Source: an optimization exercise on an open RTL-to-GDS flow (aim: small area and a short achievable clock period). Production flows keep margins and buffers that such runs may drop. At most, simulation tests tie the RTL to the original design; equivalence was not proved. Function not checked in run 2: the RTL went through the layout flow alone. Power and IR drop assume default switching activity.

### flow/constraint.sdc
create_clock -name core_clock -period 11.0 [get_ports {clock}]
set_input_delay 2.2000 -clock core_clock [delete_from_list [all_inputs] [get_ports {clock}]]
set_output_delay 2.2000 -clock core_clock [all_outputs]
set_load 0.01 [all_outputs]
### flow/design.v
module mul16(a, b, x, y);
input [15:0] a, b;
output [31:0] x, y;
wire pp0_0 = a[0] & b[0];
wire pp0_1 = a[0] & b[1];
wire pp0_2 = a[0] & b[2];
wire pp0_3 = a[0] & b[3];
wire pp0_4 = a[0] & b[4];
wire pp0_5 = a[0] & b[5];
wire pp0_6 = a[0] & b[6];
wire pp0_7 = a[0] & b[7];
wire pp0_8 = a[0] & b[8];
wire pp0_9 = a[0] & b[9];
wire pp0_10 = a[0] & b[10];
wire pp0_11 = a[0] & b[11];
wire pp0_12 = a[0] & b[12];
wire pp0_13 = a[0] & b[13];
wire pp0_14 = a[0] & b[14];
wire pp0_15 = a[0] & b[15];
wire pp1_0 = a[1] & b[0];
wire pp1_1 = a[1] & b[1];
wire pp1_2 = a[1] & b[2];
wire pp1_3 = a[1] & b[3];
wire pp1_4 = a[1] & b[4];
wire pp1_5 = a[1] & b[5];
wire pp1_6 = a[1] & b[6];
wire pp1_7 = a[1] & b[7];
wire pp1_8 = a[1] & b[8];
wire pp1_9 = a[1] & b[9];
wire pp1_10 = a[1] & b[10];
wire pp1_11 = a[1] & b[11];
wire pp1_12 = a[1] & b[12];
wire pp1_13 = a[1] & b[13];
wire pp1_14 = a[1] & b[14];
wire pp1_15 = a[1] & b[15];
wire pp2_0 = a[2] & b[0];
wire pp2_1 = a[2] & b[1];
wire pp2_2 = a[2] & b[2];
wire pp2_3 = a[2] & b[3];
wire pp2_4 = a[2] & b[4];
wire pp2_5 = a[2] & b[5];
wire pp2_6 = a[2] & b[6];
wire pp2_7 = a[2] & b[7];
wire pp2_8 = a[2] & b[8];
wire pp2_9 = a[2] & b[9];
wire pp2_10 = a[2] & b[10];
wire pp2_11 = a[2] & b[11];
wire pp2_12 = a[2] & b[12];
wire pp2_13 = a[2] & b[13];
wire pp2_14 = a[2] & b[14];
wire pp2_15 = a[2] & b[15];
wire pp3_0 = a[3] & b[0];
wire pp3_1 = a[3] & b[1];
wire pp3_2 = a[3] & b[2];
wire pp3_3 = a[3] & b[3];
wire pp3_4 = a[3] & b[4];
wire pp3_5 = a[3] & b[5];
wire pp3_6 = a[3] & b[6];
wire pp3_7 = a[3] & b[7];
wire pp3_8 = a[3] & b[8];
wire pp3_9 = a[3] & b[9];
wire pp3_10 = a[3] & b[10];
wire pp3_11 = a[3] & b[11];
wire pp3_12 = a[3] & b[12];
wire pp3_13 = a[3] & b[13];
wire pp3_14 = a[3] & b[14];
wire pp3_15 = a[3] & b[15];
wire pp4_0 = a[4] & b[0];
wire pp4_1 = a[4] & b[1];
wire pp4_2 = a[4] & b[2];
wire pp4_3 = a[4] & b[3];
wire pp4_4 = a[4] & b[4];
wire pp4_5 = a[4] & b[5];
wire pp4_6 = a[4] & b[6];
wire pp4_7 = a[4] & b[7];
wire pp4_8 = a[4] & b[8];
wire pp4_9 = a[4] & b[9];
wire pp4_10 = a[4] & b[10];
wire pp4_11 = a[4] & b[11];
wire pp4_12 = a[4] & b[12];
wire pp4_13 = a[4] & b[13];
wire pp4_14 = a[4] & b[14];
wire pp4_15 = a[4] & b[15];
wire pp5_0 = a[5] & b[0];
wire pp5_1 = a[5] & b[1];
wire pp5_2 = a[5] & b[2];
wire pp5_3 = a[5] & b[3];
wire pp5_4 = a[5] & b[4];
wire pp5_5 = a[5] & b[5];
wire pp5_6 = a[5] & b[6];
wire pp5_7 = a[5] & b[7];
wire pp5_8 = a[5] & b[8];
wire pp5_9 = a[5] & b[9];
wire pp5_10 = a[5] & b[10];
wire pp5_11 = a[5] & b[11];
wire pp5_12 = a[5] & b[12];
wire pp5_13 = a[5] & b[13];
wire pp5_14 = a[5] & b[14];
wire pp5_15 = a[5] & b[15];
wire pp6_0 = a[6] & b[0];
wire pp6_1 = a[6] & b[1];
wire pp6_2 = a[6] & b[2];
wire pp6_3 = a[6] & b[3];
wire pp6_4 = a[6] & b[4];
wire pp6_5 = a[6] & b[5];
wire pp6_6 = a[6] & b[6];
wire pp6_7 = a[6] & b[7];
wire pp6_8 = a[6] & b[8];
wire pp6_9 = a[6] & b[9];
wire pp6_10 = a[6] & b[10];
wire pp6_11 = a[6] & b[11];
wire pp6_12 = a[6] & b[12];
wire pp6_13 = a[6] & b[13];
wire pp6_14 = a[6] & b[14];
wire pp6_15 = a[6] & b[15];
wire pp7_0 = a[7] & b[0];
wire pp7_1 = a[7] & b[1];
wire pp7_2 = a[7] & b[2];
wire pp7_3 = a[7] & b[3];
wire pp7_4 = a[7] & b[4];
wire pp7_5 = a[7] & b[5];
wire pp7_6 = a[7] & b[6];
wire pp7_7 = a[7] & b[7];
wire pp7_8 = a[7] & b[8];
wire pp7_9 = a[7] & b[9];
wire pp7_10 = a[7] & b[10];
wire pp7_11 = a[7] & b[11];
wire pp7_12 = a[7] & b[12];
wire pp7_13 = a[7] & b[13];
wire pp7_14 = a[7] & b[14];
wire pp7_15 = a[7] & b[15];
wire pp8_0 = a[8] & b[0];
wire pp8_1 = a[8] & b[1];
wire pp8_2 = a[8] & b[2];
wire pp8_3 = a[8] & b[3];
wire pp8_4 = a[8] & b[4];
wire pp8_5 = a[8] & b[5];
wire pp8_6 = a[8] & b[6];
wire pp8_7 = a[8] & b[7];
wire pp8_8 = a[8] & b[8];
wire pp8_9 = a[8] & b[9];
wire pp8_10 = a[8] & b[10];
wire pp8_11 = a[8] & b[11];
wire pp8_12 = a[8] & b[12];
wire pp8_13 = a[8] & b[13];
wire pp8_14 = a[8] & b[14];
wire pp8_15 = a[8] & b[15];
wire pp9_0 = a[9] & b[0];
wire pp9_1 = a[9] & b[1];
wire pp9_2 = a[9] & b[2];
wire pp9_3 = a[9] & b[3];
wire pp9_4 = a[9] & b[4];
wire pp9_5 = a[9] & b[5];
wire pp9_6 = a[9] & b[6];
wire pp9_7 = a[9] & b[7];
wire pp9_8 = a[9] & b[8];
wire pp9_9 = a[9] & b[9];
wire pp9_10 = a[9] & b[10];
wire pp9_11 = a[9] & b[11];
wire pp9_12 = a[9] & b[12];
wire pp9_13 = a[9] & b[13];
wire pp9_14 = a[9] & b[14];
wire pp9_15 = a[9] & b[15];
wire pp10_0 = a[10] & b[0];
wire pp10_1 = a[10] & b[1];
wire pp10_2 = a[10] & b[2];
wire pp10_3 = a[10] & b[3];
wire pp10_4 = a[10] & b[4];
wire pp10_5 = a[10] & b[5];
wire pp10_6 = a[10] & b[6];
wire pp10_7 = a[10] & b[7];
wire pp10_8 = a[10] & b[8];
wire pp10_9 = a[10] & b[9];
wire pp10_10 = a[10] & b[10];
wire pp10_11 = a[10] & b[11];
wire pp10_12 = a[10] & b[12];
wire pp10_13 = a[10] & b[13];
wire pp10_14 = a[10] & b[14];
wire pp10_15 = a[10] & b[15];
wire pp11_0 = a[11] & b[0];
wire pp11_1 = a[11] & b[1];
wire pp11_2 = a[11] & b[2];
wire pp11_3 = a[11] & b[3];
wire pp11_4 = a[11] & b[4];
wire pp11_5 = a[11] & b[5];
wire pp11_6 = a[11] & b[6];
wire pp11_7 = a[11] & b[7];
wire pp11_8 = a[11] & b[8];
wire pp11_9 = a[11] & b[9];
wire pp11_10 = a[11] & b[10];
wire pp11_11 = a[11] & b[11];
wire pp11_12 = a[11] & b[12];
wire pp11_13 = a[11] & b[13];
wire pp11_14 = a[11] & b[14];
wire pp11_15 = a[11] & b[15];
wire pp12_0 = a[12] & b[0];
wire pp12_1 = a[12] & b[1];
wire pp12_2 = a[12] & b[2];
wire pp12_3 = a[12] & b[3];
wire pp12_4 = a[12] & b[4];
wire pp12_5 = a[12] & b[5];
wire pp12_6 = a[12] & b[6];
wire pp12_7 = a[12] & b[7];
wire pp12_8 = a[12] & b[8];
wire pp12_9 = a[12] & b[9];
wire pp12_10 = a[12] & b[10];
wire pp12_11 = a[12] & b[11];
wire pp12_12 = a[12] & b[12];
wire pp12_13 = a[12] & b[13];
wire pp12_14 = a[12] & b[14];
wire pp12_15 = a[12] & b[15];
wire pp13_0 = a[13] & b[0];
wire pp13_1 = a[13] & b[1];
wire pp13_2 = a[13] & b[2];
wire pp13_3 = a[13] & b[3];
wire pp13_4 = a[13] & b[4];
wire pp13_5 = a[13] & b[5];
wire pp13_6 = a[13] & b[6];
wire pp13_7 = a[13] & b[7];
wire pp13_8 = a[13] & b[8];
wire pp13_9 = a[13] & b[9];
wire pp13_10 = a[13] & b[10];
wire pp13_11 = a[13] & b[11];
wire pp13_12 = a[13] & b[12];
wire pp13_13 = a[13] & b[13];
wire pp13_14 = a[13] & b[14];
wire pp13_15 = a[13] & b[15];
wire pp14_0 = a[14] & b[0];
wire pp14_1 = a[14] & b[1];
wire pp14_2 = a[14] & b[2];
wire pp14_3 = a[14] & b[3];
wire pp14_4 = a[14] & b[4];
wire pp14_5 = a[14] & b[5];
wire pp14_6 = a[14] & b[6];
wire pp14_7 = a[14] & b[7];
wire pp14_8 = a[14] & b[8];
wire pp14_9 = a[14] & b[9];
wire pp14_10 = a[14] & b[10];
wire pp14_11 = a[14] & b[11];
wire pp14_12 = a[14] & b[12];
wire pp14_13 = a[14] & b[13];
wire pp14_14 = a[14] & b[14];
wire pp14_15 = a[14] & b[15];
wire pp15_0 = a[15] & b[0];
wire pp15_1 = a[15] & b[1];
wire pp15_2 = a[15] & b[2];
wire pp15_3 = a[15] & b[3];
wire pp15_4 = a[15] & b[4];
wire pp15_5 = a[15] & b[5];
wire pp15_6 = a[15] & b[6];
wire pp15_7 = a[15] & b[7];
wire pp15_8 = a[15] & b[8];
wire pp15_9 = a[15] & b[9];
wire pp15_10 = a[15] & b[10];
wire pp15_11 = a[15] & b[11];
wire pp15_12 = a[15] & b[12];
wire pp15_13 = a[15] & b[13];
wire pp15_14 = a[15] & b[14];
wire pp15_15 = a[15] & b[15];
wire s0 = pp0_13 ^ pp1_12;
wire c0 = pp0_13 & pp1_12;
wire s1 = pp0_14 ^ pp1_13 ^ pp2_12;
wire c1 = (pp0_14 & pp1_13) | (pp0_14 & pp2_12) | (pp1_13 & pp2_12);
wire s2 = pp3_11 ^ pp4_10;
wire c2 = pp3_11 & pp4_10;
wire s3 = pp0_15 ^ pp1_14 ^ pp2_13;
wire c3 = (pp0_15 & pp1_14) | (pp0_15 & pp2_13) | (pp1_14 & pp2_13);
wire s4 = pp3_12 ^ pp4_11 ^ pp5_10;
wire c4 = (pp3_12 & pp4_11) | (pp3_12 & pp5_10) | (pp4_11 & pp5_10);
wire s5 = pp6_9 ^ pp7_8;
wire c5 = pp6_9 & pp7_8;
wire s6 = pp1_15 ^ pp2_14 ^ pp3_13;
wire c6 = (pp1_15 & pp2_14) | (pp1_15 & pp3_13) | (pp2_14 & pp3_13);
wire s7 = pp4_12 ^ pp5_11 ^ pp6_10;
wire c7 = (pp4_12 & pp5_11) | (pp4_12 & pp6_10) | (pp5_11 & pp6_10);
wire s8 = pp7_9 ^ pp8_8;
wire c8 = pp7_9 & pp8_8;
wire s9 = pp2_15 ^ pp3_14 ^ pp4_13;
wire c9 = (pp2_15 & pp3_14) | (pp2_15 & pp4_13) | (pp3_14 & pp4_13);
wire s10 = pp5_12 ^ pp6_11 ^ pp7_10;
wire c10 = (pp5_12 & pp6_11) | (pp5_12 & pp7_10) | (pp6_11 & pp7_10);
wire s11 = pp3_15 ^ pp4_14 ^ pp5_13;
wire c11 = (pp3_15 & pp4_14) | (pp3_15 & pp5_13) | (pp4_14 & pp5_13);
wire s12 = pp0_9 ^ pp1_8;
wire c12 = pp0_9 & pp1_8;
wire s13 = pp0_10 ^ pp1_9 ^ pp2_8;
wire c13 = (pp0_10 & pp1_9) | (pp0_10 & pp2_8) | (pp1_9 & pp2_8);
wire s14 = pp3_7 ^ pp4_6;
wire c14 = pp3_7 & pp4_6;
wire s15 = pp0_11 ^ pp1_10 ^ pp2_9;
wire c15 = (pp0_11 & pp1_10) | (pp0_11 & pp2_9) | (pp1_10 & pp2_9);
wire s16 = pp3_8 ^ pp4_7 ^ pp5_6;
wire c16 = (pp3_8 & pp4_7) | (pp3_8 & pp5_6) | (pp4_7 & pp5_6);
wire s17 = pp6_5 ^ pp7_4;
wire c17 = pp6_5 & pp7_4;
wire s18 = pp0_12 ^ pp1_11 ^ pp2_10;
wire c18 = (pp0_12 & pp1_11) | (pp0_12 & pp2_10) | (pp1_11 & pp2_10);
wire s19 = pp3_9 ^ pp4_8 ^ pp5_7;
wire c19 = (pp3_9 & pp4_8) | (pp3_9 & pp5_7) | (pp4_8 & pp5_7);
wire s20 = pp6_6 ^ pp7_5 ^ pp8_4;
wire c20 = (pp6_6 & pp7_5) | (pp6_6 & pp8_4) | (pp7_5 & pp8_4);
wire s21 = pp9_3 ^ pp10_2;
wire c21 = pp9_3 & pp10_2;
wire s22 = pp2_11 ^ pp3_10 ^ pp4_9;
wire c22 = (pp2_11 & pp3_10) | (pp2_11 & pp4_9) | (pp3_10 & pp4_9);
wire s23 = pp5_8 ^ pp6_7 ^ pp7_6;
wire c23 = (pp5_8 & pp6_7) | (pp5_8 & pp7_6) | (pp6_7 & pp7_6);
wire s24 = pp8_5 ^ pp9_4 ^ pp10_3;
wire c24 = (pp8_5 & pp9_4) | (pp8_5 & pp10_3) | (pp9_4 & pp10_3);
wire s25 = pp11_2 ^ pp12_1 ^ pp13_0;
wire c25 = (pp11_2 & pp12_1) | (pp11_2 & pp13_0) | (pp12_1 & pp13_0);
wire s26 = pp5_9 ^ pp6_8 ^ pp7_7;
wire c26 = (pp5_9 & pp6_8) | (pp5_9 & pp7_7) | (pp6_8 & pp7_7);
wire s27 = pp8_6 ^ pp9_5 ^ pp10_4;
wire c27 = (pp8_6 & pp9_5) | (pp8_6 & pp10_4) | (pp9_5 & pp10_4);
wire s28 = pp11_3 ^ pp12_2 ^ pp13_1;
wire c28 = (pp11_3 & pp12_2) | (pp11_3 & pp13_1) | (pp12_2 & pp13_1);
wire s29 = pp14_0 ^ s1 ^ s2;
wire c29 = (pp14_0 & s1) | (pp14_0 & s2) | (s1 & s2);
wire s30 = pp8_7 ^ pp9_6 ^ pp10_5;
wire c30 = (pp8_7 & pp9_6) | (pp8_7 & pp10_5) | (pp9_6 & pp10_5);
wire s31 = pp11_4 ^ pp12_3 ^ pp13_2;
wire c31 = (pp11_4 & pp12_3) | (pp11_4 & pp13_2) | (pp12_3 & pp13_2);
wire s32 = pp14_1 ^ pp15_0 ^ s3;
wire c32 = (pp14_1 & pp15_0) | (pp14_1 & s3) | (pp15_0 & s3);
wire s33 = s4 ^ s5 ^ c1;
wire c33 = (s4 & s5) | (s4 & c1) | (s5 & c1);
wire s34 = pp9_7 ^ pp10_6 ^ pp11_5;
wire c34 = (pp9_7 & pp10_6) | (pp9_7 & pp11_5) | (pp10_6 & pp11_5);
wire s35 = pp12_4 ^ pp13_3 ^ pp14_2;
wire c35 = (pp12_4 & pp13_3) | (pp12_4 & pp14_2) | (pp13_3 & pp14_2);
wire s36 = pp15_1 ^ s6 ^ s7;
wire c36 = (pp15_1 & s6) | (pp15_1 & s7) | (s6 & s7);
wire s37 = s8 ^ c3 ^ c4;
wire c37 = (s8 & c3) | (s8 & c4) | (c3 & c4);
wire s38 = pp8_9 ^ pp9_8 ^ pp10_7;
wire c38 = (pp8_9 & pp9_8) | (pp8_9 & pp10_7) | (pp9_8 & pp10_7);
wire s39 = pp11_6 ^ pp12_5 ^ pp13_4;
wire c39 = (pp11_6 & pp12_5) | (pp11_6 & pp13_4) | (pp12_5 & pp13_4);
wire s40 = pp14_3 ^ pp15_2 ^ s9;
wire c40 = (pp14_3 & pp15_2) | (pp14_3 & s9) | (pp15_2 & s9);
wire s41 = s10 ^ c6 ^ c7;
wire c41 = (s10 & c6) | (s10 & c7) | (c6 & c7);
wire s42 = pp6_12 ^ pp7_11 ^ pp8_10;
wire c42 = (pp6_12 & pp7_11) | (pp6_12 & pp8_10) | (pp7_11 & pp8_10);
wire s43 = pp9_9 ^ pp10_8 ^ pp11_7;
wire c43 = (pp9_9 & pp10_8) | (pp9_9 & pp11_7) | (pp10_8 & pp11_7);
wire s44 = pp12_6 ^ pp13_5 ^ pp14_4;
wire c44 = (pp12_6 & pp13_5) | (pp12_6 & pp14_4) | (pp13_5 & pp14_4);
wire s45 = pp15_3 ^ s11 ^ c9;
wire c45 = (pp15_3 & s11) | (pp15_3 & c9) | (s11 & c9);
wire s46 = pp4_15 ^ pp5_14 ^ pp6_13;
wire c46 = (pp4_15 & pp5_14) | (pp4_15 & pp6_13) | (pp5_14 & pp6_13);
wire s47 = pp7_12 ^ pp8_11 ^ pp9_10;
wire c47 = (pp7_12 & pp8_11) | (pp7_12 & pp9_10) | (pp8_11 & pp9_10);
wire s48 = pp10_9 ^ pp11_8 ^ pp12_7;
wire c48 = (pp10_9 & pp11_8) | (pp10_9 & pp12_7) | (pp11_8 & pp12_7);
wire s49 = pp13_6 ^ pp14_5 ^ pp15_4;
wire c49 = (pp13_6 & pp14_5) | (pp13_6 & pp15_4) | (pp14_5 & pp15_4);
wire s50 = pp5_15 ^ pp6_14 ^ pp7_13;
wire c50 = (pp5_15 & pp6_14) | (pp5_15 & pp7_13) | (pp6_14 & pp7_13);
wire s51 = pp8_12 ^ pp9_11 ^ pp10_10;
wire c51 = (pp8_12 & pp9_11) | (pp8_12 & pp10_10) | (pp9_11 & pp10_10);
wire s52 = pp11_9 ^ pp12_8 ^ pp13_7;
wire c52 = (pp11_9 & pp12_8) | (pp11_9 & pp13_7) | (pp12_8 & pp13_7);
wire s53 = pp6_15 ^ pp7_14 ^ pp8_13;
wire c53 = (pp6_15 & pp7_14) | (pp6_15 & pp8_13) | (pp7_14 & pp8_13);
wire s54 = pp9_12 ^ pp10_11 ^ pp11_10;
wire c54 = (pp9_12 & pp10_11) | (pp9_12 & pp11_10) | (pp10_11 & pp11_10);
wire s55 = pp7_15 ^ pp8_14 ^ pp9_13;
wire c55 = (pp7_15 & pp8_14) | (pp7_15 & pp9_13) | (pp8_14 & pp9_13);
wire s56 = pp0_6 ^ pp1_5;
wire c56 = pp0_6 & pp1_5;
wire s57 = pp0_7 ^ pp1_6 ^ pp2_5;
wire c57 = (pp0_7 & pp1_6) | (pp0_7 & pp2_5) | (pp1_6 & pp2_5);
wire s58 = pp3_4 ^ pp4_3;
wire c58 = pp3_4 & pp4_3;
wire s59 = pp0_8 ^ pp1_7 ^ pp2_6;
wire c59 = (pp0_8 & pp1_7) | (pp0_8 & pp2_6) | (pp1_7 & pp2_6);
wire s60 = pp3_5 ^ pp4_4 ^ pp5_3;
wire c60 = (pp3_5 & pp4_4) | (pp3_5 & pp5_3) | (pp4_4 & pp5_3);
wire s61 = pp6_2 ^ pp7_1;
wire c61 = pp6_2 & pp7_1;
wire s62 = pp2_7 ^ pp3_6 ^ pp4_5;
wire c62 = (pp2_7 & pp3_6) | (pp2_7 & pp4_5) | (pp3_6 & pp4_5);
wire s63 = pp5_4 ^ pp6_3 ^ pp7_2;
wire c63 = (pp5_4 & pp6_3) | (pp5_4 & pp7_2) | (pp6_3 & pp7_2);
wire s64 = pp8_1 ^ pp9_0 ^ s12;
wire c64 = (pp8_1 & pp9_0) | (pp8_1 & s12) | (pp9_0 & s12);
wire s65 = pp5_5 ^ pp6_4 ^ pp7_3;
wire c65 = (pp5_5 & pp6_4) | (pp5_5 & pp7_3) | (pp6_4 & pp7_3);
wire s66 = pp8_2 ^ pp9_1 ^ pp10_0;
wire c66 = (pp8_2 & pp9_1) | (pp8_2 & pp10_0) | (pp9_1 & pp10_0);
wire s67 = s13 ^ s14 ^ c12;
wire c67 = (s13 & s14) | (s13 & c12) | (s14 & c12);
wire s68 = pp8_3 ^ pp9_2 ^ pp10_1;
wire c68 = (pp8_3 & pp9_2) | (pp8_3 & pp10_1) | (pp9_2 & pp10_1);
wire s69 = pp11_0 ^ s15 ^ s16;
wire c69 = (pp11_0 & s15) | (pp11_0 & s16) | (s15 & s16);
wire s70 = s17 ^ c13 ^ c14;
wire c70 = (s17 & c13) | (s17 & c14) | (c13 & c14);
wire s71 = pp11_1 ^ pp12_0 ^ s18;
wire c71 = (pp11_1 & pp12_0) | (pp11_1 & s18) | (pp12_0 & s18);
wire s72 = s19 ^ s20 ^ s21;
wire c72 = (s19 & s20) | (s19 & s21) | (s20 & s21);
wire s73 = c15 ^ c16 ^ c17;
wire c73 = (c15 & c16) | (c15 & c17) | (c16 & c17);
wire s74 = s0 ^ s22 ^ s23;
wire c74 = (s0 & s22) | (s0 & s23) | (s22 & s23);
wire s75 = s24 ^ s25 ^ c18;
wire c75 = (s24 & s25) | (s24 & c18) | (s25 & c18);
wire s76 = c19 ^ c20 ^ c21;
wire c76 = (c19 & c20) | (c19 & c21) | (c20 & c21);
wire s77 = c0 ^ s26 ^ s27;
wire c77 = (c0 & s26) | (c0 & s27) | (s26 & s27);
wire s78 = s28 ^ s29 ^ c22;
wire c78 = (s28 & s29) | (s28 & c22) | (s29 & c22);
wire s79 = c23 ^ c24 ^ c25;
wire c79 = (c23 & c24) | (c23 & c25) | (c24 & c25);
wire s80 = c2 ^ s30 ^ s31;
wire c80 = (c2 & s30) | (c2 & s31) | (s30 & s31);
wire s81 = s32 ^ s33 ^ c26;
wire c81 = (s32 & s33) | (s32 & c26) | (s33 & c26);
wire s82 = c27 ^ c28 ^ c29;
wire c82 = (c27 & c28) | (c27 & c29) | (c28 & c29);
wire s83 = c5 ^ s34 ^ s35;
wire c83 = (c5 & s34) | (c5 & s35) | (s34 & s35);
wire s84 = s36 ^ s37 ^ c30;
wire c84 = (s36 & s37) | (s36 & c30) | (s37 & c30);
wire s85 = c31 ^ c32 ^ c33;
wire c85 = (c31 & c32) | (c31 & c33) | (c32 & c33);
wire s86 = c8 ^ s38 ^ s39;
wire c86 = (c8 & s38) | (c8 & s39) | (s38 & s39);
wire s87 = s40 ^ s41 ^ c34;
wire c87 = (s40 & s41) | (s40 & c34) | (s41 & c34);
wire s88 = c35 ^ c36 ^ c37;
wire c88 = (c35 & c36) | (c35 & c37) | (c36 & c37);
wire s89 = c10 ^ s42 ^ s43;
wire c89 = (c10 & s42) | (c10 & s43) | (s42 & s43);
wire s90 = s44 ^ s45 ^ c38;
wire c90 = (s44 & s45) | (s44 & c38) | (s45 & c38);
wire s91 = c39 ^ c40 ^ c41;
wire c91 = (c39 & c40) | (c39 & c41) | (c40 & c41);
wire s92 = c11 ^ s46 ^ s47;
wire c92 = (c11 & s46) | (c11 & s47) | (s46 & s47);
wire s93 = s48 ^ s49 ^ c42;
wire c93 = (s48 & s49) | (s48 & c42) | (s49 & c42);
wire s94 = c43 ^ c44 ^ c45;
wire c94 = (c43 & c44) | (c43 & c45) | (c44 & c45);
wire s95 = pp14_6 ^ pp15_5 ^ s50;
wire c95 = (pp14_6 & pp15_5) | (pp14_6 & s50) | (pp15_5 & s50);
wire s96 = s51 ^ s52 ^ c46;
wire c96 = (s51 & s52) | (s51 & c46) | (s52 & c46);
wire s97 = c47 ^ c48 ^ c49;
wire c97 = (c47 & c48) | (c47 & c49) | (c48 & c49);
wire s98 = pp12_9 ^ pp13_8 ^ pp14_7;
wire c98 = (pp12_9 & pp13_8) | (pp12_9 & pp14_7) | (pp13_8 & pp14_7);
wire s99 = pp15_6 ^ s53 ^ s54;
wire c99 = (pp15_6 & s53) | (pp15_6 & s54) | (s53 & s54);
wire s100 = c50 ^ c51 ^ c52;
wire c100 = (c50 & c51) | (c50 & c52) | (c51 & c52);
wire s101 = pp10_12 ^ pp11_11 ^ pp12_10;
wire c101 = (pp10_12 & pp11_11) | (pp10_12 & pp12_10) | (pp11_11 & pp12_10);
wire s102 = pp13_9 ^ pp14_8 ^ pp15_7;
wire c102 = (pp13_9 & pp14_8) | (pp13_9 & pp15_7) | (pp14_8 & pp15_7);
wire s103 = s55 ^ c53 ^ c54;
wire c103 = (s55 & c53) | (s55 & c54) | (c53 & c54);
wire s104 = pp8_15 ^ pp9_14 ^ pp10_13;
wire c104 = (pp8_15 & pp9_14) | (pp8_15 & pp10_13) | (pp9_14 & pp10_13);
wire s105 = pp11_12 ^ pp12_11 ^ pp13_10;
wire c105 = (pp11_12 & pp12_11) | (pp11_12 & pp13_10) | (pp12_11 & pp13_10);
wire s106 = pp14_9 ^ pp15_8 ^ c55;
wire c106 = (pp14_9 & pp15_8) | (pp14_9 & c55) | (pp15_8 & c55);
wire s107 = pp9_15 ^ pp10_14 ^ pp11_13;
wire c107 = (pp9_15 & pp10_14) | (pp9_15 & pp11_13) | (pp10_14 & pp11_13);
wire s108 = pp12_12 ^ pp13_11 ^ pp14_10;
wire c108 = (pp12_12 & pp13_11) | (pp12_12 & pp14_10) | (pp13_11 & pp14_10);
wire s109 = pp10_15 ^ pp11_14 ^ pp12_13;
wire c109 = (pp10_15 & pp11_14) | (pp10_15 & pp12_13) | (pp11_14 & pp12_13);
wire s110 = pp0_4 ^ pp1_3;
wire c110 = pp0_4 & pp1_3;
wire s111 = pp0_5 ^ pp1_4 ^ pp2_3;
wire c111 = (pp0_5 & pp1_4) | (pp0_5 & pp2_3) | (pp1_4 & pp2_3);
wire s112 = pp3_2 ^ pp4_1;
wire c112 = pp3_2 & pp4_1;
wire s113 = pp2_4 ^ pp3_3 ^ pp4_2;
wire c113 = (pp2_4 & pp3_3) | (pp2_4 & pp4_2) | (pp3_3 & pp4_2);
wire s114 = pp5_1 ^ pp6_0 ^ s56;
wire c114 = (pp5_1 & pp6_0) | (pp5_1 & s56) | (pp6_0 & s56);
wire s115 = pp5_2 ^ pp6_1 ^ pp7_0;
wire c115 = (pp5_2 & pp6_1) | (pp5_2 & pp7_0) | (pp6_1 & pp7_0);
wire s116 = s57 ^ s58 ^ c56;
wire c116 = (s57 & s58) | (s57 & c56) | (s58 & c56);
wire s117 = pp8_0 ^ s59 ^ s60;
wire c117 = (pp8_0 & s59) | (pp8_0 & s60) | (s59 & s60);
wire s118 = s61 ^ c57 ^ c58;
wire c118 = (s61 & c57) | (s61 & c58) | (c57 & c58);
wire s119 = s62 ^ s63 ^ s64;
wire c119 = (s62 & s63) | (s62 & s64) | (s63 & s64);
wire s120 = c59 ^ c60 ^ c61;
wire c120 = (c59 & c60) | (c59 & c61) | (c60 & c61);
wire s121 = s65 ^ s66 ^ s67;
wire c121 = (s65 & s66) | (s65 & s67) | (s66 & s67);
wire s122 = c62 ^ c63 ^ c64;
wire c122 = (c62 & c63) | (c62 & c64) | (c63 & c64);
wire s123 = s68 ^ s69 ^ s70;
wire c123 = (s68 & s69) | (s68 & s70) | (s69 & s70);
wire s124 = c65 ^ c66 ^ c67;
wire c124 = (c65 & c66) | (c65 & c67) | (c66 & c67);
wire s125 = s71 ^ s72 ^ s73;
wire c125 = (s71 & s72) | (s71 & s73) | (s72 & s73);
wire s126 = c68 ^ c69 ^ c70;
wire c126 = (c68 & c69) | (c68 & c70) | (c69 & c70);
wire s127 = s74 ^ s75 ^ s76;
wire c127 = (s74 & s75) | (s74 & s76) | (s75 & s76);
wire s128 = c71 ^ c72 ^ c73;
wire c128 = (c71 & c72) | (c71 & c73) | (c72 & c73);
wire s129 = s77 ^ s78 ^ s79;
wire c129 = (s77 & s78) | (s77 & s79) | (s78 & s79);
wire s130 = c74 ^ c75 ^ c76;
wire c130 = (c74 & c75) | (c74 & c76) | (c75 & c76);
wire s131 = s80 ^ s81 ^ s82;
wire c131 = (s80 & s81) | (s80 & s82) | (s81 & s82);
wire s132 = c77 ^ c78 ^ c79;
wire c132 = (c77 & c78) | (c77 & c79) | (c78 & c79);
wire s133 = s83 ^ s84 ^ s85;
wire c133 = (s83 & s84) | (s83 & s85) | (s84 & s85);
wire s134 = c80 ^ c81 ^ c82;
wire c134 = (c80 & c81) | (c80 & c82) | (c81 & c82);
wire s135 = s86 ^ s87 ^ s88;
wire c135 = (s86 & s87) | (s86 & s88) | (s87 & s88);
wire s136 = c83 ^ c84 ^ c85;
wire c136 = (c83 & c84) | (c83 & c85) | (c84 & c85);
wire s137 = s89 ^ s90 ^ s91;
wire c137 = (s89 & s90) | (s89 & s91) | (s90 & s91);
wire s138 = c86 ^ c87 ^ c88;
wire c138 = (c86 & c87) | (c86 & c88) | (c87 & c88);
wire s139 = s92 ^ s93 ^ s94;
wire c139 = (s92 & s93) | (s92 & s94) | (s93 & s94);
wire s140 = c89 ^ c90 ^ c91;
wire c140 = (c89 & c90) | (c89 & c91) | (c90 & c91);
wire s141 = s95 ^ s96 ^ s97;
wire c141 = (s95 & s96) | (s95 & s97) | (s96 & s97);
wire s142 = c92 ^ c93 ^ c94;
wire c142 = (c92 & c93) | (c92 & c94) | (c93 & c94);
wire s143 = s98 ^ s99 ^ s100;
wire c143 = (s98 & s99) | (s98 & s100) | (s99 & s100);
wire s144 = c95 ^ c96 ^ c97;
wire c144 = (c95 & c96) | (c95 & c97) | (c96 & c97);
wire s145 = s101 ^ s102 ^ s103;
wire c145 = (s101 & s102) | (s101 & s103) | (s102 & s103);
wire s146 = c98 ^ c99 ^ c100;
wire c146 = (c98 & c99) | (c98 & c100) | (c99 & c100);
wire s147 = s104 ^ s105 ^ s106;
wire c147 = (s104 & s105) | (s104 & s106) | (s105 & s106);
wire s148 = c101 ^ c102 ^ c103;
wire c148 = (c101 & c102) | (c101 & c103) | (c102 & c103);
wire s149 = pp15_9 ^ s107 ^ s108;
wire c149 = (pp15_9 & s107) | (pp15_9 & s108) | (s107 & s108);
wire s150 = c104 ^ c105 ^ c106;
wire c150 = (c104 & c105) | (c104 & c106) | (c105 & c106);
wire s151 = pp13_12 ^ pp14_11 ^ pp15_10;
wire c151 = (pp13_12 & pp14_11) | (pp13_12 & pp15_10) | (pp14_11 & pp15_10);
wire s152 = s109 ^ c107 ^ c108;
wire c152 = (s109 & c107) | (s109 & c108) | (c107 & c108);
wire s153 = pp11_15 ^ pp12_14 ^ pp13_13;
wire c153 = (pp11_15 & pp12_14) | (pp11_15 & pp13_13) | (pp12_14 & pp13_13);
wire s154 = pp14_12 ^ pp15_11 ^ c109;
wire c154 = (pp14_12 & pp15_11) | (pp14_12 & c109) | (pp15_11 & c109);
wire s155 = pp12_15 ^ pp13_14 ^ pp14_13;
wire c155 = (pp12_15 & pp13_14) | (pp12_15 & pp14_13) | (pp13_14 & pp14_13);
wire s156 = pp0_3 ^ pp1_2;
wire c156 = pp0_3 & pp1_2;
wire s157 = pp2_2 ^ pp3_1 ^ pp4_0;
wire c157 = (pp2_2 & pp3_1) | (pp2_2 & pp4_0) | (pp3_1 & pp4_0);
wire s158 = pp5_0 ^ s111 ^ s112;
wire c158 = (pp5_0 & s111) | (pp5_0 & s112) | (s111 & s112);
wire s159 = s113 ^ s114 ^ c111;
wire c159 = (s113 & s114) | (s113 & c111) | (s114 & c111);
wire s160 = s115 ^ s116 ^ c113;
wire c160 = (s115 & s116) | (s115 & c113) | (s116 & c113);
wire s161 = s117 ^ s118 ^ c115;
wire c161 = (s117 & s118) | (s117 & c115) | (s118 & c115);
wire s162 = s119 ^ s120 ^ c117;
wire c162 = (s119 & s120) | (s119 & c117) | (s120 & c117);
wire s163 = s121 ^ s122 ^ c119;
wire c163 = (s121 & s122) | (s121 & c119) | (s122 & c119);
wire s164 = s123 ^ s124 ^ c121;
wire c164 = (s123 & s124) | (s123 & c121) | (s124 & c121);
wire s165 = s125 ^ s126 ^ c123;
wire c165 = (s125 & s126) | (s125 & c123) | (s126 & c123);
wire s166 = s127 ^ s128 ^ c125;
wire c166 = (s127 & s128) | (s127 & c125) | (s128 & c125);
wire s167 = s129 ^ s130 ^ c127;
wire c167 = (s129 & s130) | (s129 & c127) | (s130 & c127);
wire s168 = s131 ^ s132 ^ c129;
wire c168 = (s131 & s132) | (s131 & c129) | (s132 & c129);
wire s169 = s133 ^ s134 ^ c131;
wire c169 = (s133 & s134) | (s133 & c131) | (s134 & c131);
wire s170 = s135 ^ s136 ^ c133;
wire c170 = (s135 & s136) | (s135 & c133) | (s136 & c133);
wire s171 = s137 ^ s138 ^ c135;
wire c171 = (s137 & s138) | (s137 & c135) | (s138 & c135);
wire s172 = s139 ^ s140 ^ c137;
wire c172 = (s139 & s140) | (s139 & c137) | (s140 & c137);
wire s173 = s141 ^ s142 ^ c139;
wire c173 = (s141 & s142) | (s141 & c139) | (s142 & c139);
wire s174 = s143 ^ s144 ^ c141;
wire c174 = (s143 & s144) | (s143 & c141) | (s144 & c141);
wire s175 = s145 ^ s146 ^ c143;
wire c175 = (s145 & s146) | (s145 & c143) | (s146 & c143);
wire s176 = s147 ^ s148 ^ c145;
wire c176 = (s147 & s148) | (s147 & c145) | (s148 & c145);
wire s177 = s149 ^ s150 ^ c147;
wire c177 = (s149 & s150) | (s149 & c147) | (s150 & c147);
wire s178 = s151 ^ s152 ^ c149;
wire c178 = (s151 & s152) | (s151 & c149) | (s152 & c149);
wire s179 = s153 ^ s154 ^ c151;
wire c179 = (s153 & s154) | (s153 & c151) | (s154 & c151);
wire s180 = pp15_12 ^ s155 ^ c153;
wire c180 = (pp15_12 & s155) | (pp15_12 & c153) | (s155 & c153);
wire s181 = pp13_15 ^ pp14_14 ^ pp15_13;
wire c181 = (pp13_15 & pp14_14) | (pp13_15 & pp15_13) | (pp14_14 & pp15_13);
wire s182 = pp0_2 ^ pp1_1;
wire c182 = pp0_2 & pp1_1;
wire s183 = pp2_1 ^ pp3_0 ^ s156;
wire c183 = (pp2_1 & pp3_0) | (pp2_1 & s156) | (pp3_0 & s156);
wire s184 = s110 ^ s157 ^ c156;
wire c184 = (s110 & s157) | (s110 & c156) | (s157 & c156);
wire s185 = c110 ^ s158 ^ c157;
wire c185 = (c110 & s158) | (c110 & c157) | (s158 & c157);
wire s186 = c112 ^ s159 ^ c158;
wire c186 = (c112 & s159) | (c112 & c158) | (s159 & c158);
wire s187 = c114 ^ s160 ^ c159;
wire c187 = (c114 & s160) | (c114 & c159) | (s160 & c159);
wire s188 = c116 ^ s161 ^ c160;
wire c188 = (c116 & s161) | (c116 & c160) | (s161 & c160);
wire s189 = c118 ^ s162 ^ c161;
wire c189 = (c118 & s162) | (c118 & c161) | (s162 & c161);
wire s190 = c120 ^ s163 ^ c162;
wire c190 = (c120 & s163) | (c120 & c162) | (s163 & c162);
wire s191 = c122 ^ s164 ^ c163;
wire c191 = (c122 & s164) | (c122 & c163) | (s164 & c163);
wire s192 = c124 ^ s165 ^ c164;
wire c192 = (c124 & s165) | (c124 & c164) | (s165 & c164);
wire s193 = c126 ^ s166 ^ c165;
wire c193 = (c126 & s166) | (c126 & c165) | (s166 & c165);
wire s194 = c128 ^ s167 ^ c166;
wire c194 = (c128 & s167) | (c128 & c166) | (s167 & c166);
wire s195 = c130 ^ s168 ^ c167;
wire c195 = (c130 & s168) | (c130 & c167) | (s168 & c167);
wire s196 = c132 ^ s169 ^ c168;
wire c196 = (c132 & s169) | (c132 & c168) | (s169 & c168);
wire s197 = c134 ^ s170 ^ c169;
wire c197 = (c134 & s170) | (c134 & c169) | (s170 & c169);
wire s198 = c136 ^ s171 ^ c170;
wire c198 = (c136 & s171) | (c136 & c170) | (s171 & c170);
wire s199 = c138 ^ s172 ^ c171;
wire c199 = (c138 & s172) | (c138 & c171) | (s172 & c171);
wire s200 = c140 ^ s173 ^ c172;
wire c200 = (c140 & s173) | (c140 & c172) | (s173 & c172);
wire s201 = c142 ^ s174 ^ c173;
wire c201 = (c142 & s174) | (c142 & c173) | (s174 & c173);
wire s202 = c144 ^ s175 ^ c174;
wire c202 = (c144 & s175) | (c144 & c174) | (s175 & c174);
wire s203 = c146 ^ s176 ^ c175;
wire c203 = (c146 & s176) | (c146 & c175) | (s176 & c175);
wire s204 = c148 ^ s177 ^ c176;
wire c204 = (c148 & s177) | (c148 & c176) | (s177 & c176);
wire s205 = c150 ^ s178 ^ c177;
wire c205 = (c150 & s178) | (c150 & c177) | (s178 & c177);
wire s206 = c152 ^ s179 ^ c178;
wire c206 = (c152 & s179) | (c152 & c178) | (s179 & c178);
wire s207 = c154 ^ s180 ^ c179;
wire c207 = (c154 & s180) | (c154 & c179) | (s180 & c179);
wire s208 = c155 ^ s181 ^ c180;
wire c208 = (c155 & s181) | (c155 & c180) | (s181 & c180);
wire s209 = pp14_15 ^ pp15_14 ^ c181;
wire c209 = (pp14_15 & pp15_14) | (pp14_15 & c181) | (pp15_14 & c181);
assign x = {1'b0, pp15_15, s209, s208, s207, s206, s205, s204, s203, s202, s201, s200, s199, s198, s197, s196, s195, s194, s193, s192, s191, s190, s189, s188, s187, s186, s185, s184, s183, pp2_0, pp0_1, pp0_0};
assign y = {1'b0, c209, c208, c207, c206, c205, c204, c203, c202, c201, c200, c199, c198, c197, c196, c195, c194, c193, c192, c191, c190, c189, c188, c187, c186, c185, c184, c183, c182, s182, pp1_0, 1'b0};
endmodule
module processor(clock,reset,imem_addr,imem_data,wb_en,wb_addr,wb_data,flags);
input clock,reset;
output [7:0] imem_addr;
input [15:0] imem_data;
output wb_en;
output [2:0] wb_addr;
output [15:0] wb_data;
output [3:0] flags;
reg [7:0] pc;
reg [15:0] ir;
reg [3:0] fl;             
reg [15:0] rf [0:7];
reg [7:0] rv;
reg [15:0] dm [0:9];
reg [9:0] dv;
reg [14:0] hx, hy;       
reg hc;
reg [3:0] alo;            
reg ac4;                  
reg [15:0] lo;
reg hlv;
reg [15:0] opa, opb;      
reg s_sum, s_shl, s_shr, s_or, s_and, s_mem, s_lo, s_hi;
wire [3:0] op = ir[3:0];
wire [2:0] rd = ir[6:4];
wire [2:0] f  = ir[15:13];
wire [5:0] c6 = ir[15:10];
wire [15:0] sx = {1'b0, {9{c6[5]}}, c6};
reg nm;                   
wire mulN;
wire fZ = fl[3], fN = nm ? mulN : fl[2], fC = fl[1], fV = fl[0];
wire [15:0] A = opa;
wire [15:0] B = opb;
wire [16:0] sum = {1'b0, A} + {1'b0, B};
wire [16:0] shl = {1'b0, A} << f;
reg [15:0] shr;
integer b;
always @* for (b = 0; b < 16; b = b + 1) shr[b] = shl[15 - b];
wire addok = (op == 4'd0) & ((f == 3'd0) | ((f == 3'd1) & fN) | ((f == 3'd2) & fZ));
wire [16:0] res = ({17{s_sum}} & sum) | ({17{s_shl}} & shl) | ({17{s_shr}} & {1'b0, shr}) |
                  ({17{s_or}} & {1'b0, A | B}) | ({17{s_and}} & {1'b0, A & B});
wire [9:0] hit;
genvar k;
generate
  for (k = 0; k < 10; k = k + 1) begin : g_hit
    wire [15:0] kk = k;
    wire [15:0] t = A ^ sx ^ kk;
    wire [15:1] g = (A[14:0] & sx[14:0]) | (A[14:0] & t[14:0]) | (sx[14:0] & t[14:0]);
    assign hit[k] = ~t[0] & ~|(t[15:1] ^ g);
  end
endgenerate
wire ahi0 = &((A[15:5] ^ sx[15:5]) ~^ (A[14:4] | sx[14:4])) & ~(A[4] ^ sx[4] ^ ac4);
reg [15:0] mword;
always @* begin
  case (alo)
    4'd0: mword = dv[0] ? dm[0] : 16'h4000;
    4'd1: mword = dv[1] ? dm[1] : 16'h4001;
    4'd2: mword = dv[2] ? dm[2] : 16'h4002;
    4'd3: mword = dv[3] ? dm[3] : 16'h4003;
    4'd4: mword = dv[4] ? dm[4] : 16'h4004;
    4'd5: mword = dv[5] ? dm[5] : 16'h4005;
    4'd6: mword = dv[6] ? dm[6] : 16'h4006;
    4'd7: mword = dv[7] ? dm[7] : 16'h4007;
    4'd8: mword = dv[8] ? dm[8] : 16'h4008;
    4'd9: mword = dv[9] ? dm[9] : 16'h4009;
    default: mword = 16'd0;
  endcase
end
wire [15:0] mdata = ahi0 ? mword : 16'd0;
integer j;
wire [31:0] mx, my;
mul16 u_mul(.a(A), .b(B), .x(mx), .y(my));
wire [16:0] P = {1'b0, mx[15:0]} + {1'b0, my[15:0]};    
wire [15:0] hsum = {1'b0, hx} + {1'b0, hy} + hc;
wire mp16 = hc ^ hx[0] ^ hy[0];                         
wire mpz = &((hx[14:1] ^ hy[14:1]) ~^ (hx[13:0] | hy[13:0])) & ~(hx[14] | hy[14]) & ~mp16;
assign mulN = mpz & lo[15];
wire [15:0] wd = res[15:0] | ({16{s_mem}} & mdata) | ({16{s_lo & hlv}} & lo) |
                 ({16{s_hi & hlv}} & {1'b0, hsum[15:1]});
wire we = addok | (op == 4'd1) | (op == 4'd2) | (op == 4'd3) | (op == 4'd4) |
          (op == 4'd5) | (op == 4'd6) | (op == 4'd7) | (op == 4'd11) | (op == 4'd12);
wire setfl = addok | (op == 4'd1) | (op == 4'd2) | (op == 4'd3) | (op == 4'd4) | (op == 4'd5);
wire st = (op == 4'd8);
wire mul = (op == 4'd10);
always @(posedge clock) begin
  if (we) rf[rd] <= wd;
  for (j = 0; j < 10; j = j + 1)
    if (st & hit[j]) dm[j] <= B;
  if (mul) begin
    hx <= mx[30:16];
    hy <= my[30:16];
    hc <= P[16];
    lo <= P[15:0];
  end
end
always @(posedge clock, posedge reset) begin
  if (reset) begin
    rv <= 8'd0;
    dv <= 10'd0;
    hlv <= 1'b0;
  end else begin
    if (we) rv[rd] <= 1'b1;
    for (j = 0; j < 10; j = j + 1)
      if (st & hit[j]) dv[j] <= 1'b1;
    if (mul) hlv <= 1'b1;
  end
end
always @(posedge clock, posedge reset) begin
  if (reset) begin
    fl <= 4'd0;
    nm <= 1'b0;
  end else if (setfl) begin
    fl <= {res == 17'd0, res[16:15] == 2'b01, (op == 4'd0) & res[16], res[16]};
    nm <= 1'b0;
  end else if (mul) begin
    fl <= {(A == 16'd0) | (B == 16'd0), 3'b000};
    nm <= 1'b1;
  end
end
wire [3:0] nop = imem_data[3:0];
wire [2:0] nrs = imem_data[9:7];
wire [2:0] nrt = (nop == 4'd8) ? imem_data[6:4] : imem_data[12:10];
wire [5:0] nc6 = imem_data[15:10];
wire [15:0] nsx = {1'b0, {9{nc6[5]}}, nc6};
wire nimm = (nop == 4'd5) | (nop == 4'd6);
wire nli = (nop == 4'd6);
wire [15:0] rA = (rv[nrs] & ~nli) ? rf[nrs] : 16'd0;
wire [15:0] rB = rv[nrt] ? rf[nrt] : 16'd0;
wire fwa = we & (rd == nrs) & ~nli;
wire nsr = (nop == 4'd2);
wire [15:0] ra_in = fwa ? wd : rA;
reg [15:0] ra_rev;
always @* for (b = 0; b < 16; b = b + 1) ra_rev[b] = ra_in[15 - b];
wire fwb = we & (rd == nrt);
wire brc = (op == 4'd9) & (((f == 3'd1) & fN) | ((f == 3'd2) & fZ) | ((f == 3'd3) & fV) | ((f == 3'd4) & fC));
wire jmp = (op == 4'd9) & (f == 3'd0);
always @(posedge clock, posedge reset) begin
  if (reset) begin
    pc <= 8'd0;
    ir <= 16'd0;
    opa <= 16'd0;
    opb <= 16'd0;
    s_sum <= 1'b1;
    s_shl <= 1'b0;
    s_shr <= 1'b0;
    s_or <= 1'b0;
    s_and <= 1'b0;
    s_mem <= 1'b0;
    s_lo <= 1'b0;
    s_hi <= 1'b0;
  end else begin
    ir <= imem_data;
    opa <= nsr ? ra_rev : ra_in;
    opb <= nimm ? nsx : fwb ? wd : rB;
    s_sum <= (nop == 4'd0) | (nop == 4'd5) | (nop == 4'd6);
    s_shl <= (nop == 4'd1);
    s_shr <= (nop == 4'd2);
    s_or <= (nop == 4'd3);
    s_and <= (nop == 4'd4);
    s_mem <= (nop == 4'd7);
    s_lo <= (nop == 4'd11);
    s_hi <= (nop == 4'd12);
    if (jmp) pc <= pc + ir[11:4];
    else if (brc) pc <= ir[11:4];
    else pc <= pc + 8'd1;
  end
end
always @(posedge clock)
  {ac4, alo} <= ra_in[3:0] + nsx[3:0];
assign imem_addr = pc;
assign wb_en = we;
assign wb_addr = rd;
assign wb_data = wd;
assign flags = {fZ, fN, fC, fV};
endmodule
### flow/run.sh
#!/bin/bash
# synth_recipe.tcl (not shown) runs the flow's synth.tcl, then flattens the netlist and writes it again
# the make line also repeats each setting of config.mk as NAME=value (left out here)
make -C /OpenROAD-flow-scripts/flow DESIGN_CONFIG=/design/flow/config.mk WORK_HOME=/design/flow/orfs CLKGATE_MAP_FILE= SYNTH_SCRIPT=/design/flow/synth_recipe.tcl finish
### flow/config.mk
export PLATFORM = sky130hd
export DESIGN_NAME = processor
export DESIGN_NICKNAME = processor
export VERILOG_FILES = /design/flow/design.v
export SDC_FILE = /design/flow/constraint.sdc
export NUM_CORES = 4
export LEC_CHECK = 0
export ABC_CLOCK_PERIOD_IN_PS = 5000
export CAP_MARGIN = 20
export CORE_MARGIN = 2
export CORE_UTILIZATION = 35
export SETUP_SLACK_MARGIN = 5
export SLEW_MARGIN = 20
==> results.cfg, run 1 <==
[run_status]
status = finished clean

[critical_path]
start_kind = flop
cp-end-kind = primary output
r2r_start = opb[12]$_DFF_PP0_
crit_path_start = opa[6]$_DFF_PP0_
rr_worst_depth = 16
crit_path_frequent_cell = a221o_1
critPathCapture = wb_data[4]
slowest_delay_ns = 0.51
crit_chain = buf_4 -> mux4_2 -> mux2_4 -> a221o_1 -> a221o_1 -> a2111oi_4 -> buf_6 -> inv_2 -> clkdlybuf4s50_1
crit_type = flop to primary output
arrival_ns = 3.77
worst_r2r_endpoint = lo[15]$_DFFE_PN_
cp.required_ns = 8.80
rrSetupSlack_ns = 5.60
cp_slowest_cell = mux4_2
crit_fanout = 8

[floorplan]
core_region_area_mm2 = 0.08172
die_h_um = 290.5
start_util = 0.3516
die_x_um = 290.5
fp.dieArea_mm2 = 0.08439
ios = 50
rows = 105

[route]
drtIter0Drc = 2062
num_vias = 21230
remaining_drc_errors = 0
antenna_left = 0
postRouteWirelength_mm = 99.58
post_drt_wl_per_cell_um = 26.84
drt_first_pass_iters = 7
avgViaCountPerCell = 5.723

[layout]
syn2layout_area_growth_pct = 17.90
drive_gt1_frac = 0.2072
nets = 2944
fin_util = 0.4145
diodes = 0

[grt]
grt_util_all_layers = 0.2336
gr-total-overflow = 0
antenna_found_initial = 3
grt_start_max_net_pins = 65
first_global_vias = 21480
grt_pass1_wl_mm = 145.6

[clock_tree]
root_buffer = clkbuf_16
numCtsBuffers = 48
cts.sinks = 428
cts_max_level = 2
clock_latency_ns = 0.64
cts_tree = done
cts.clk_slew.worst_paths_ns = 0.07
cts.path.max_buffers = 3

[placement]
gp_congestion = 0.9623
port_buffers = 49
dp_hpwl_mm = 70.60

[yosys]
synth.largest_area_cell = edfxtp_1
synth.top_cells.by_area = edfxtp_1 35%, fa_1 14%, dfrtp_1 7.6%
synthesis.nets = 2808
synth-edff-count = 335
synth_cell_types = 92
avgSynthCellArea_um2 = 11.66
synth_most_common_cell = edfxtp_1
netlist_area_mm2 = 0.02873
synth_flop_cell = edfxtp_1
yosys-top-cells-count = 335 x edfxtp_1, 301 x inv_1, 283 x nor2_1
synth_seq_cells = 428
ys_seq_area_frac = 0.4303
synth_top_cell_area_share = 0.3501
synth_cells = 2464
ys_warn_count = 2
async_reset_ff_frac = 0.2056

[timing]
hold_violations = 0
finalMaxSlewViolations = 0
setup_violations = 0
min_period_over_period = 0.5429
rsz0062_at_grt = yes
tightest_slew_ns = 1.008
fmax_mhz = 167.5
fin_skew_ns = 0.04736
totalNegativeSetupSlack_ns = 0
min_period_ns = 5.971
slew_headroom = 0.3280

[power_and_ir_drop]
peakVddDrop_mv = 0.2070
p_per_area_mw_per_mm2 = 233.9
p_total_mw = 7.924
p_leak_nw = 12.98

[hold_path]
hold_class = flop to flop

[flow_run]
drv_cap = 0
[worst min-delay path by stage]
stage	slack, ns	cells past startpoint	from	endpoint
global route	0.50	1	rv[2]$_DFFE_PP0P_	rv[2]$_DFFE_PP0P_
detailed placement	0.47	1	rv[2]$_DFFE_PP0P_	rv[2]$_DFFE_PP0P_
global placement	0.46	1	rv[2]$_DFFE_PP0P_	rv[2]$_DFFE_PP0P_
finish	0.48	1	rv[2]$_DFFE_PP0P_	rv[2]$_DFFE_PP0P_
CTS	0.48	1	rv[2]$_DFFE_PP0P_	rv[2]$_DFFE_PP0P_
floorplan	0.44	1	rv[1]$_DFFE_PP0P_	rv[1]$_DFFE_PP0P_
[flip-flops by register name, summed over array words and instances, names as in the netlist, 8 cells and up]
name / count
opb: 16
dv: 10
rv: 8
dm: 160
hy: 15
ir: 16
opa: 16
rf: 128
pc: 8
lo: 16
hx: 15
[report_power, final]
group / internal (mW) / switching (mW) / total [mW]
Sequential: 2.09 / 0.204 / 2.30
Clock: 0.948 / 0.717 / 1.67
Combinational: 1.61 / 2.35 / 3.96
Total: 4.65 / 3.27 / 7.92
[per-stage QoR]
stage               hold WS [ns]  worst slack, ns  cells  area [um^2]
floorplan                 0.4393            5.670   2464        28730
global placement          0.4597            3.768   3511        30440
detailed placement        0.4671            3.980   3511        30450
CTS                       0.4809            5.000   3692        33520
global route              0.4952            4.975   3710        33870
finish                    0.4790            5.029   3710        33870
[layer usage]
layer  routed length, um  share of wire  vias to the layer above  track usage
met5                   7       0.000070                        -            0
met4                4644          0.047                        2      0.09668
met3                9049          0.091                      201      0.04925
met2               45950           0.46                     1044       0.3724
met1               39920           0.40                    10990       0.3104
li1                    -              -                     8990            -
[repair_timing]
| item | in CTS | in global routing |
|---|---|---|
| gates cloned | 3 | 1 |
| resized for setup | 210 | 40 |
| setup buffers | 88 | 17 |
| hold buffers | 0 | 0 |
| setup endpoints to repair | 18 | 15 |
| pin swaps | 34 | 24 |
[cells in the final DEF (no fill, tap or decap), types with 58 or more instances in the layout]
master,synthesis,final
a21oi_1,69,63
buf_4,9,145
dfrtp_1,87,58
edfxtp_1,335,335
fa_1,201,198
ha_1,125,112
inv_1,301,272
mux4_2,80,80
nand2_1,136,135
nor2_1,283,281
o21ai_0,83,76
[worst max-delay path: cells and delay by family, from the launching register on]
kind	cells	cell delay, ns
buffers and inverters	4	0.88
AOI/OAI and AO/OA	3	0.95
DFF	1	0.49
muxes	2	0.81
[area by class of cell]
type                       count  area, um^2
timing repair buffer         210        1792
fill                        7695       47840
tap                         1070        1339
inverter                     303        1226
sequential                   428       12430
clock inverter                27       322.8
clock buffer                  63        1309
multi-input combinational   1608       15450
timing repair inverter         1       5.005
[cell families after synthesis]
| kind of cell | Yosys count | share of synthesized area |
|---|---|---|
| AND/OR/NAND/NOR | 666 | 0.1090 |
| buffers and inverters | 430 | 0.05910 |
| flip-flops | 428 | 0.4303 |
| AO/OA/AOI/OAI | 398 | 0.09803 |
| adder cells (fa/ha/maj) | 326 | 0.1945 |
| multiplexers | 140 | 0.08588 |
| XOR/XNOR | 76 | 0.02317 |
==> run 2: changes to the inputs <==
--- a/flow/design.v
+++ b/flow/design.v
@@ -723,13 +723,4 @@
                   ({17{s_or}} & {1'b0, A | B}) | ({17{s_and}} & {1'b0, A & B});
-wire [9:0] hit;
-genvar k;
-generate
-  for (k = 0; k < 10; k = k + 1) begin : g_hit
-    wire [15:0] kk = k;
-    wire [15:0] t = A ^ sx ^ kk;
-    wire [15:1] g = (A[14:0] & sx[14:0]) | (A[14:0] & t[14:0]) | (sx[14:0] & t[14:0]);
-    assign hit[k] = ~t[0] & ~|(t[15:1] ^ g);
-  end
-endgenerate
 wire ahi0 = &((A[15:5] ^ sx[15:5]) ~^ (A[14:4] | sx[14:4])) & ~(A[4] ^ sx[4] ^ ac4);
+wire [9:0] hit = {10{ahi0}} & (10'd1 << alo);
 reg [15:0] mword;
@@ -822,5 +813,3 @@
     ir <= 16'd0;
-    opa <= 16'd0;
-    opb <= 16'd0;
-    s_sum <= 1'b1;
+    s_sum <= 1'b0;            
     s_shl <= 1'b0;
@@ -834,4 +823,2 @@
     ir <= imem_data;
-    opa <= nsr ? ra_rev : ra_in;
-    opb <= nimm ? nsx : fwb ? wd : rB;
     s_sum <= (nop == 4'd0) | (nop == 4'd5) | (nop == 4'd6);
@@ -849,4 +836,7 @@
 end
-always @(posedge clock)
+always @(posedge clock) begin
+  opa <= nsr ? ra_rev : ra_in;
+  opb <= nimm ? nsx : fwb ? wd : rB;
   {ac4, alo} <= ra_in[3:0] + nsx[3:0];
+end
 assign imem_addr = pc;
==> run 2 against run 1 <==
Cell area down 3.2%. Sequential share of layout area up 0.72 points. Via count down 3.8%. Worst setup slack worse by 0.17 ns. Clock skew up 0.0081 ns. First-iteration DRC count up 12%. Fmax down 2.8%. Clock power down 6%. Routed wire length down 4.5%. Die area down 1.5%. Critical path type unchanged. Critical endpoint is now wb_data[13]. Largest cell class unchanged.
==> results.cfg, run 2 <==
[clock_tree]
cts.path.max_buffers = 3
cts.clk_slew.worst_paths_ns = 0.06
clock_latency_ns = 0.63
numCtsBuffers = 48
cts_max_level = 2
root_buffer = clkbuf_16
cts_tree = done
cts.sinks = 427

[placement]
dp_hpwl_mm = 68.64
gp_congestion = 0.9983
dp.cells = 3426
dp_slack_ns = 3.941
port_buffers = 49
placed_cell_area_mm2 = 0.02991

[critical_path]
cp.required_ns = 8.80
arrival_ns = 3.94
crit_type = flop to primary output
cp-end-kind = primary output
start_kind = flop
crit_fanout = 9

[timing]
fin_skew_ns = 0.05546
finalMaxSlewViolations = 0
hold_violations = 0
setup_violations = 0
tightest_slew_ns = 1.136
totalNegativeSetupSlack_ns = 0
slew_headroom = 0.2426
fmax_mhz = 162.8
min_period_over_period = 0.5584
layout_setup_ws_ns = 4.857
hold_slack_ns = 0.5024
min_period_ns = 6.143
rsz0062_at_grt = yes

[power_and_ir_drop]
p_per_area_mw_per_mm2 = 247.2
cellInternalPower_mw = 4.717
combPwrFrac = 0.518
peakVddDrop_mv = 0.1853
p_switching_mw = 3.392
pwr-share-seq = 0.288
p_sw_frac = 0.4183
p_total_mw = 8.109
clock_power_share = 0.194
p_leak_nw = 12.53

[floorplan]
rows = 104
die_h_um = 288.3
core_region_area_mm2 = 0.08029
die_x_um = 288.3
ios = 50
start_util = 0.3523
fp.dieArea_mm2 = 0.08310

[layout]
fin_util = 0.4086
final_cell_area_mm2 = 0.03281
layout_commonest_cell = edfxtp_1
nets = 2834
drive_gt1_frac = 0.2002
top_regs = dm: 160 flops, rf: 128 flops
top_register = dm
final_cell_count_no_fill = 3599
final_cell_mix = 335 x edfxtp_1, 263 x inv_1, 262 x nor2_1, 198 x fa_1, 122 x nand2_1
largest_reg_flops = 160
syn2layout_area_growth_pct = 15.98

[yosys]
synth.top_cells.by_area = edfxtp_1 36%, fa_1 14%, mux4_2 6.1%
synth_most_common_cell = edfxtp_1
ys_seq_area_frac = 0.4305
netlist_area_mm2 = 0.02828
synth_cell_types = 88
synth_cells = 2397
yosys-top-cells-count = 335 x edfxtp_1, 304 x inv_1, 262 x nor2_1
avgSynthCellArea_um2 = 11.80
synth_seq_cells = 427
synthesis.nets = 2733
synth-edff-count = 335
async_reset_ff_frac = 0.1288
ys_warn_count = 2
synth_flop_cell = edfxtp_1
synth.largest_area_cell = edfxtp_1
synth_top_cell_area_share = 0.3557

[route]
remaining_drc_errors = 0
drtIter0Drc = 2313
postRouteWirelength_mm = 95.14
num_vias = 20430
drt_first_pass_iters = 6
avgViaCountPerCell = 5.677
antenna_left = 0
post_drt_wl_per_cell_um = 26.44

[run_status]
status = finished clean

[flow_run]
drv_cap = 0

[grt]
grt_pass1_wl_mm = 140.5
antenna_found_initial = 4
first_global_vias = 20640
gr-total-overflow = 0
grt_start_max_net_pins = 56
grt_util_all_layers = 0.2297

[hold_path]
hold_class = flop to flop
==> run 2: changes by cell type after synthesis, sizes merged, moves of 16 or more <==
cell	before	now
a22oi	52	24
nor2	283	262
dfxtp	5	37
a21oi	71	53
o21ai	84	68
dfrtp	87	55
nand3	40	67
mux2	30	46
a22o	6	22
==> run 2: metal layers <==
layer	track usage	share of wire	vias up
met5	0	0.00028	-
met1	0.3141	0.41	10570
li1	-	-	8657
met3	0.04905	0.094	196
met2	0.3565	0.45	1003
met4	0.09171	0.043	4
==> run 2: final timing paths <==
check | start | end | slack [ns] | depth (start not counted)
hold reg to reg | rv[0]$_DFFE_PP0P_ | rv[0]$_DFFE_PP0P_ | 0.50 | 1
min in group asynchronous | reset | rv[0]$_DFFE_PP0P_ | 2.12 | 3
hold / removal | rv[0]$_DFFE_PP0P_ | rv[0]$_DFFE_PP0P_ | 0.50 | 1
max in group asynchronous | reset | ir[13]$_DFF_PP0_ | 8.31 | 3
setup reg to reg | opa[0]$_DFF_P_ | hc$_DFFE_PP_ | 5.40 | 16
setup / recovery | opa[5]$_DFF_P_ | wb_data[13] | 4.86 | 11
==> run 2: power groups by stage <==
stage          sequential (mW)  clock, mW  combinational (mW)
2_1_floorplan             2.24          0                2.71
3_3_place_gp              2.33          0                3.88
3_5_place_dp              2.35          0                3.93
4_1_cts                   2.34       1.59                4.14
5_1_grt                   2.35       1.66                4.73
6_report                  2.34       1.57                4.20
==> run 2: cells by family after synthesis <==
| family | count (synthesis) | synth area share |
|---|---|---|
| AOI/OAI and AO/OA | 351 | 0.08945 |
| xor gates and xnor gates | 71 | 0.02199 |
| adders and majority gates | 318 | 0.1940 |
| buffers and inverters | 431 | 0.06082 |
| DFF | 427 | 0.4305 |
| muxes | 157 | 0.09515 |
| and+or+nand+nor | 642 | 0.1081 |
==> run 2: timing repair <==
item | 4_1_cts | 5_1_grt
endpoints found under the setup margin | 17 | 18
pin swaps | 18 | 19
hold buffers | 0 | 0
setup buffers | 49 | 31
gates resized for setup | 158 | 57
gates cloned | 0 | 2
==> run 2: layout make-up <==
type	count	area, um^2
Multi-Input combinational cell	1539	14930
Sequential cell	427	12270
Tap cell	1060	1326
Clock inverter	28	264.0
Antenna cell	2	5.005
Inverter	308	1260
Fill cell	7472	47480
Clock buffer	61	1270
Timing Repair Buffer	174	1481
==> run 2: critical path, stage by stage (launching register included) <==
cell and delay (ns):
dfxtp_4 0.43, clkinvlp_4 0.16, ha_1 0.39, o21a_1 0.22, o22a_1 0.23, a32o_2 0.30
o21ai_0 0.18, o31ai_1 0.12, a221o_1 0.42, a211oi_4 0.46, inv_2 0.10, dlygate4sd2_1 0.31

## re-timing with driven ports
In the flow no input, the clock included, has a driving cell. The finished layouts below were timed again as built, in two steps.
Step 1 sets driving cells, clkbuf_16 on the clock port and buf_2 on the other inputs (assumed; they add their load-dependent delay and slew).
Step 2 also shifts input and output timing later by t, the mid clock arrival at the registers, as if the neighbouring blocks saw the same clock.
a / b / c = ideal / step 1 / step 2; a / b = the first two.
run | t (ns) | setup WS [ns] | worst data-port slew with drivers (ns) | cell pins on the clock port's net
run 1 | 0.680 | 5.029 / 4.961 / 4.635 | 0.06 | 1
run 2 | 0.673 | 4.857 / 4.791 / 4.701 | 0.11 | 1
After both steps setup and hold are still met in every run listed. For run 1, which loses most, drivers alone change the setup slack by -0.068 ns; drivers and shift together by -0.394 ns.
